Context: an optimization exercise on an open-source flow, tuned for small area, a short achievable clock period and few clock cycles. The choices shown serve that exercise and are no tape-out recipe. Function was checked by simulation only, so behaviour that the tests miss may differ from the original.

## job 9707
==> flow/design.v (excerpt) <==
module goldschmidt_divider_q4_4 (
    input  wire       clk,
    input  wire       rst_n,
    input  wire       start,
    input  wire [7:0] numerator,
    input  wire [7:0] denominator,
    output wire [7:0] quotient,
    output reg        valid,
    output reg        error
);
    reg busy;
    always @(posedge clk or negedge rst_n) begin
        if (!rst_n) begin
            busy  <= 1'b0;
            valid <= 1'b0;
        end else begin
            busy  <= start;
            valid <= busy;
        end
    end
    wire       sgn0 = numerator[7] ^ denominator[7];
    wire [7:0] nr0  = numerator[7]   ? -numerator   : numerator;
    wire [7:0] dr0  = denominator[7] ? -denominator : denominator;
    reg [2:0] p0, cls0;
    always @(*) begin
        casez (dr0)
            8'b1???????: begin p0 = 3'd7; cls0 = dr0[6:4]; end
            8'b01??????: begin p0 = 3'd6; cls0 = dr0[5:3]; end
            8'b001?????: begin p0 = 3'd5; cls0 = dr0[4:2]; end
            8'b0001????: begin p0 = 3'd4; cls0 = dr0[3:1]; end
            8'b00001???: begin p0 = 3'd3; cls0 = dr0[2:0]; end
            8'b000001??: begin p0 = 3'd2; cls0 = {dr0[1:0], 1'b0}; end
            8'b0000001?: begin p0 = 3'd1; cls0 = {dr0[0], 2'b0}; end
            default:     begin p0 = 3'd0; cls0 = 3'd0; end
        endcase
    end
    reg [4:0] bd0, bd1;
    reg [2:0] bd2;
    always @(*) begin
        case ({nr0[2:0], 1'b0})
            4'b0000:          bd0 = 5'b00000;
  ...
Size in the first run: roughly 76 flip-flops, ~29 I/O pins.
Settings: LEC_CHECK=0, CAP_MARGIN=20, CORE_MARGIN=2, CORE_UTILIZATION=55, SETUP_SLACK_MARGIN=1.5, SLEW_MARGIN=20; clock period 8.0 ns.
standard.sh (not shown) runs the stock make flow with config.mk's settings and CLKGATE_MAP_FILE= SYNTH_SCRIPT=/design/flow/synth_recipe.tcl, a recipe that flattens the netlist after the stock synthesis.
==> flow/flow/run.sh <==
#!/bin/bash
set -euo pipefail
bash standard.sh MATCH_CELL_FOOTPRINT=0 'BUFFER_PORTS_ARGS=-buffer_cell sky130_fd_sc_hd__buf_2' finish > standard.log 2>&1
Testbench counts of job 9707, summed over its fixed seeds: cycles 32,000.
diff inputs: job 9707 => job 643
# job 9707
export LEC_CHECK = 0
export CAP_MARGIN = 20
export CORE_MARGIN = 2
export CORE_UTILIZATION = 55
export SETUP_SLACK_MARGIN = 1.5
export SLEW_MARGIN = 20
create_clock -name core_clock -period 8.0 [get_ports {clk}]
# job 643
export LEC_CHECK = 0
export ABC_AREA = 1
export CAP_MARGIN = 20
export CORE_MARGIN = 2
export CORE_UTILIZATION = 55
export SETUP_SLACK_MARGIN = 1.5
export SLEW_MARGIN = 20
create_clock -name core_clock -period 8.0 [get_ports {clk}]
==> comparison <==
Looking at job 9707 and job 643, the area growth from synthesis to layout is a wash. Job 643 vs. job 9707: synthesized-area fraction occupied by ao, oa, aoi and oai cells went down; design area went down. Compare job 9707 and job 643 | initial core utilization lower: job 643. Area after synthesis (job 643 / job 9707): 0.863. Met2 routing resource usage after global routing: job 643 vs job 9707 up 0.22 points. Run comparison: job 643 start point of the critical path pp0[7]; job 9707 start point of the critical path n3[8]. Re core area: job 9707 and job 643 aren't equal, and the higher value belongs to job 9707. Measured against each other, job 9707 and job 643 differ in cell count after synthesis, the higher figure coming from job 9707. From job 9707 to job 643 the numbers moved as follows: die width went down, setup slack after layout has increased.
The following lists how job 7254 was set up differently from job 643:
# job 643
export LEC_CHECK = 0
export ABC_AREA = 1
export CAP_MARGIN = 20
export CORE_MARGIN = 2
export CORE_UTILIZATION = 55
export SETUP_SLACK_MARGIN = 1.5
export SLEW_MARGIN = 20
create_clock -name core_clock -period 8.0 [get_ports {clk}]
# job 7254
export LEC_CHECK = 0
export ABC_AREA = 1
export CAP_MARGIN = 20
export CORE_MARGIN = 2
export CORE_UTILIZATION = 55
export SETUP_SLACK_MARGIN = 2.0
export SLEW_MARGIN = 20
create_clock -name core_clock -period 8.0 [get_ports {clk}]
-- flow/flow/run.sh --
<<< job 643, line 1
#!/bin/bash
set -euo pipefail
>>> job 7254, line 1
#!/bin/bash
# The standard layout (the standard.sh: ORFS synthesis to the final
# layout, unchanged), with two settings changed: timing repair may swap a cell
# for one of another footprint (sky130hd's platform config restricts repair to
# same-footprint sizes), and the buffer put on every input and output port is
# a buf_2 rather than the resizer's default pick. The whole ORFS run's output
# goes to standard.log.
set -euo pipefail
Findings:
- Per the final summary, job 7254 finished and its layout is clean on timing, DRC and antenna.
- On cell area, job 7254 does worse than job 643.
- Job 643 -> job 7254: proportion of synthesized chip area in sequential cells delta 0, exact match
- Looking at relative area change from synthesis to final layout, job 7254 sits 1.5 points above job 643.
- Job 7254 packs its core tighter than job 643.
- From job 643 to job 7254 the numbers moved as follows: total length of routed wires stayed essentially flat.

* * *

## run H
Starting RTL as in the previous note.
Settings: LEC_CHECK=0, ABC_AREA=1, CAP_MARGIN=20, CORE_MARGIN=2, CORE_UTILIZATION=55, SETUP_SLACK_MARGIN=1.75, SLEW_MARGIN=20; clock period 8.0 ns.
==> flow/flow/run.sh <==
#!/bin/bash
set -euo pipefail
bash standard.sh MATCH_CELL_FOOTPRINT=0 'BUFFER_PORTS_ARGS=-buffer_cell sky130_fd_sc_hd__buf_2' finish > standard.log 2>&1
Run H went all the way through synthesis, placement and routing and the layout is clean on timing, DRC and antenna.
Testbench counts of run H, summed over its fixed seeds: cycles 32,000.
For run R, these inputs were changed with respect to run H:
--- a/flow/config.mk
+++ b/flow/config.mk
@@ -9,5 +9,5 @@
 export CAP_MARGIN = 20
 export CORE_MARGIN = 2
-export CORE_UTILIZATION = 55
-export SETUP_SLACK_MARGIN = 1.75
+export CORE_UTILIZATION = 70
+export SETUP_SLACK_MARGIN = 1.5
 export SLEW_MARGIN = 20
--- outcome ---
- Run R completed; timing, DRC and antenna clean
- | wire length | lower: run H |
- The higher post-route minimum period of run R and run H is in run R.
- Per the comparison of run R with run H, portion of the layout cell area used by clock cells held; detailed-route vias per instance grew by 0.83.

* * *

Starting RTL as in the previous note.
Settings: LEC_CHECK=0, ABC_AREA=1, CAP_MARGIN=20, CORE_MARGIN=2, CORE_UTILIZATION=55, SETUP_SLACK_MARGIN=2.25, SLEW_MARGIN=20; clock period 8.0 ns.
Scripts as last shown in full above: flow/flow/run.sh
The baseline went through all stages and came out clean.
Testbench counts at the start, summed over its fixed seeds: cycles 32,000.
Rerun with:
CORE_UTILIZATION = 60   (was 55)
SETUP_SLACK_MARGIN = 2.0   (was 2.25)
Wire length decreases by about 2%.
Critical path depth decreases by 2.
Count of clock-buffer cells in the layout stays the same.
Worst hold slack is better by 0.0059 ns.
Rerun with:
CORE_UTILIZATION = 50   (was 60)
=> Global-route usage is lower by 3.1 points. First-iteration DRC count came out lower by 2.7%. Cell area rose by 1.2%. Clock skew rose by 0.0077 ns. Setup slack gains 0.030 ns.
Rerun with:
CORE_UTILIZATION = 55   (was 50)
Effect:
- first-iteration DRC count falls by about 2.6%
- utilization rises by 4.7 points
- synthesized area does not change
- fmax hardly moves
- worst setup slack degrades by 0.013 ns

* * *

Another version of the RTL of goldschmidt_divider_q4_4 (not shown whole).
For scale: about 1600 cells after synthesis, roughly 10000 µm² of cells after synthesis.
==> flow/design.v (excerpt) <==
module goldschmidt_divider_q4_4 (
    input  wire       clk,
    input  wire       rst_n,
    input  wire       start,
    input  wire [7:0] numerator,
    input  wire [7:0] denominator,
    output wire [7:0] quotient,
    output reg        valid,
    output reg        error
);
clock: 8.0 ns
lec_check: 0
abc_area: 1
cap_margin: 20
core_margin: 2
core_utilization: 40
setup_slack_margin: 1.5
slew_margin: 20
==> flow/flow/run.sh <==
#!/bin/bash
# The standard layout (the standard.sh: ORFS synthesis to the final
# layout, unchanged), with two settings changed: timing repair may swap a cell
# for one of another footprint (sky130hd's platform config restricts repair to
# same-footprint sizes), and the buffer put on every input and output port is
# a buf_2 rather than the resizer's default pick. The whole ORFS run's output
# goes to standard.log.
set -euo pipefail
bash standard.sh MATCH_CELL_FOOTPRINT=0 'BUFFER_PORTS_ARGS=-buffer_cell sky130_fd_sc_hd__buf_2' finish > standard.log 2>&1
The first run produced a clean layout.
Testbench counts at the start, summed over its fixed seeds: cycles 32,000.
Then changed:
==> flow/flow/run.sh (replaced) <==
#!/bin/bash
set -euo pipefail
bash standard.sh MATCH_CELL_FOOTPRINT=0 'BUFFER_PORTS_ARGS=-buffer_cell sky130_fd_sc_hd__buf_2' finish > standard.log 2>&1
What happened:
- wire length does not change
- via count stays the same
- die area stays the same
- setup slack is unchanged
- non-clock buffer count is unchanged
- utilization does not change
- synthesized area stays the same
- first-iteration DRC count stays the same
- global-route usage is unchanged

* * *

goldschmidt_divider_q4_4, a different RTL version from the one above (not shown whole).
For scale: roughly 1400 cells after synthesis, roughly 67 flip-flops, about 29 I/O pins, roughly 10000 um2 of cells after synthesis.
clock: 8.0 ns
lec_check: 0
cap_margin: 20
core_margin: 2
core_utilization: 40
setup_slack_margin: 1.5
slew_margin: 20
==> flow/flow/run.sh <==
#!/bin/bash
set -euo pipefail
bash standard.sh MATCH_CELL_FOOTPRINT=0 finish > standard.log 2>&1
Testbench counts at the start, summed over its fixed seeds: cycles 32,000.
Then changed:
==> flow/run.sh (new file) <==
#!/bin/bash
# synth_recipe.tcl (not shown) runs the flow's synth.tcl, then flattens the netlist and writes it again
# the make line also repeats each setting of config.mk as NAME=value (left out here)
make -C /OpenROAD-flow-scripts/flow DESIGN_CONFIG=/design/flow/config.mk WORK_HOME=/design/flow/orfs CLKGATE_MAP_FILE= SYNTH_SCRIPT=/design/flow/synth_recipe.tcl finish
--- a/flow/config.mk
+++ b/flow/config.mk
@@ -10,3 +10,2 @@
 export CORE_UTILIZATION = 40
-export SETUP_SLACK_MARGIN = 1.5
 export SLEW_MARGIN = 20
removed: flow/flow/run.sh
removed: flow/standard.sh
Result: The new run completed without violations. Die area is unchanged. Sequential share of layout area grows by 0.45 points. Cell area came out lower by a few percent. Non-clock buffer count is lower by 24. Via count shrinks slightly. Routed wire length drops by a few percent. Worst setup slack got worse by 0.57 ns. Clock-buffer cell count grows by 2.

## port drivers added, routing unchanged
Ports are ideal in the flow. The routed layouts listed here were re-timed in OpenROAD.
Step 1 sets driving cells, clkbuf_16 on the clock port and buf_2 on the other inputs (assumed; they add their load-dependent delay and slew).
Step 2 also shifts input and output timing later by t, the mid clock arrival at the registers, as if the neighbouring blocks saw the same clock.
Three values: ideal, step 1, step 2; two values: the first two.
run	shift t [ns]	slack for setup (ns)	hold slack, ns	clock arrival spread, ns	pins driven straight from the clock port
job 9707	0.380	1.890 / 1.842 / 1.643	0.328 / 0.328 / 0.328	0.011 / 0.010	1
job 643	0.373	2.148 / 2.148 / 2.148	0.325 / 0.325 / 0.325	0.015 / 0.015	1
job 7254	0.374	2.399 / 2.399 / 2.301	0.325 / 0.325 / 0.325	0.013 / 0.013	1
run H	0.374	2.280 / 2.280 / 2.280	0.325 / 0.325 / 0.325	0.015 / 0.014	1
run R	0.378	1.741 / 1.741 / 1.741	0.326 / 0.326 / 0.326	0.009 / 0.010	1
the first run of note 3	0.374	2.517 / 2.476 / 2.284	0.325 / 0.325 / 0.325	0.015 / 0.016	1
the second run of note 3	0.371	2.382 / 2.382 / 2.382	0.331 / 0.331 / 0.331	0.011 / 0.011	1
the third run of note 3	0.385	2.412 / 2.403 / 2.257	0.325 / 0.325 / 0.325	0.017 / 0.017	1
the fourth run of note 3	0.374	2.399 / 2.399 / 2.301	0.325 / 0.325 / 0.325	0.013 / 0.013	1
the first run of note 4	0.386	1.879 / 1.835 / 2.106	0.327 / 0.327 / 0.327	0.010 / 0.010	1
the second run of note 4	0.386	1.879 / 1.835 / 2.106	0.327 / 0.327 / 0.327	0.010 / 0.010	1
the first run of note 5	0.365	0.995 / 0.955 / 1.320	0.330 / 0.330 / 0.330	0.009 / 0.008	1
the second run of note 5	0.365	0.421 / 0.381 / 0.746	0.341 / 0.341 / 0.341	0.007 / 0.008	1
After both steps every run listed still meets setup and hold. For job 9707, which loses most, drivers alone change the setup slack by -0.048 ns; drivers and shift together by -0.247 ns.
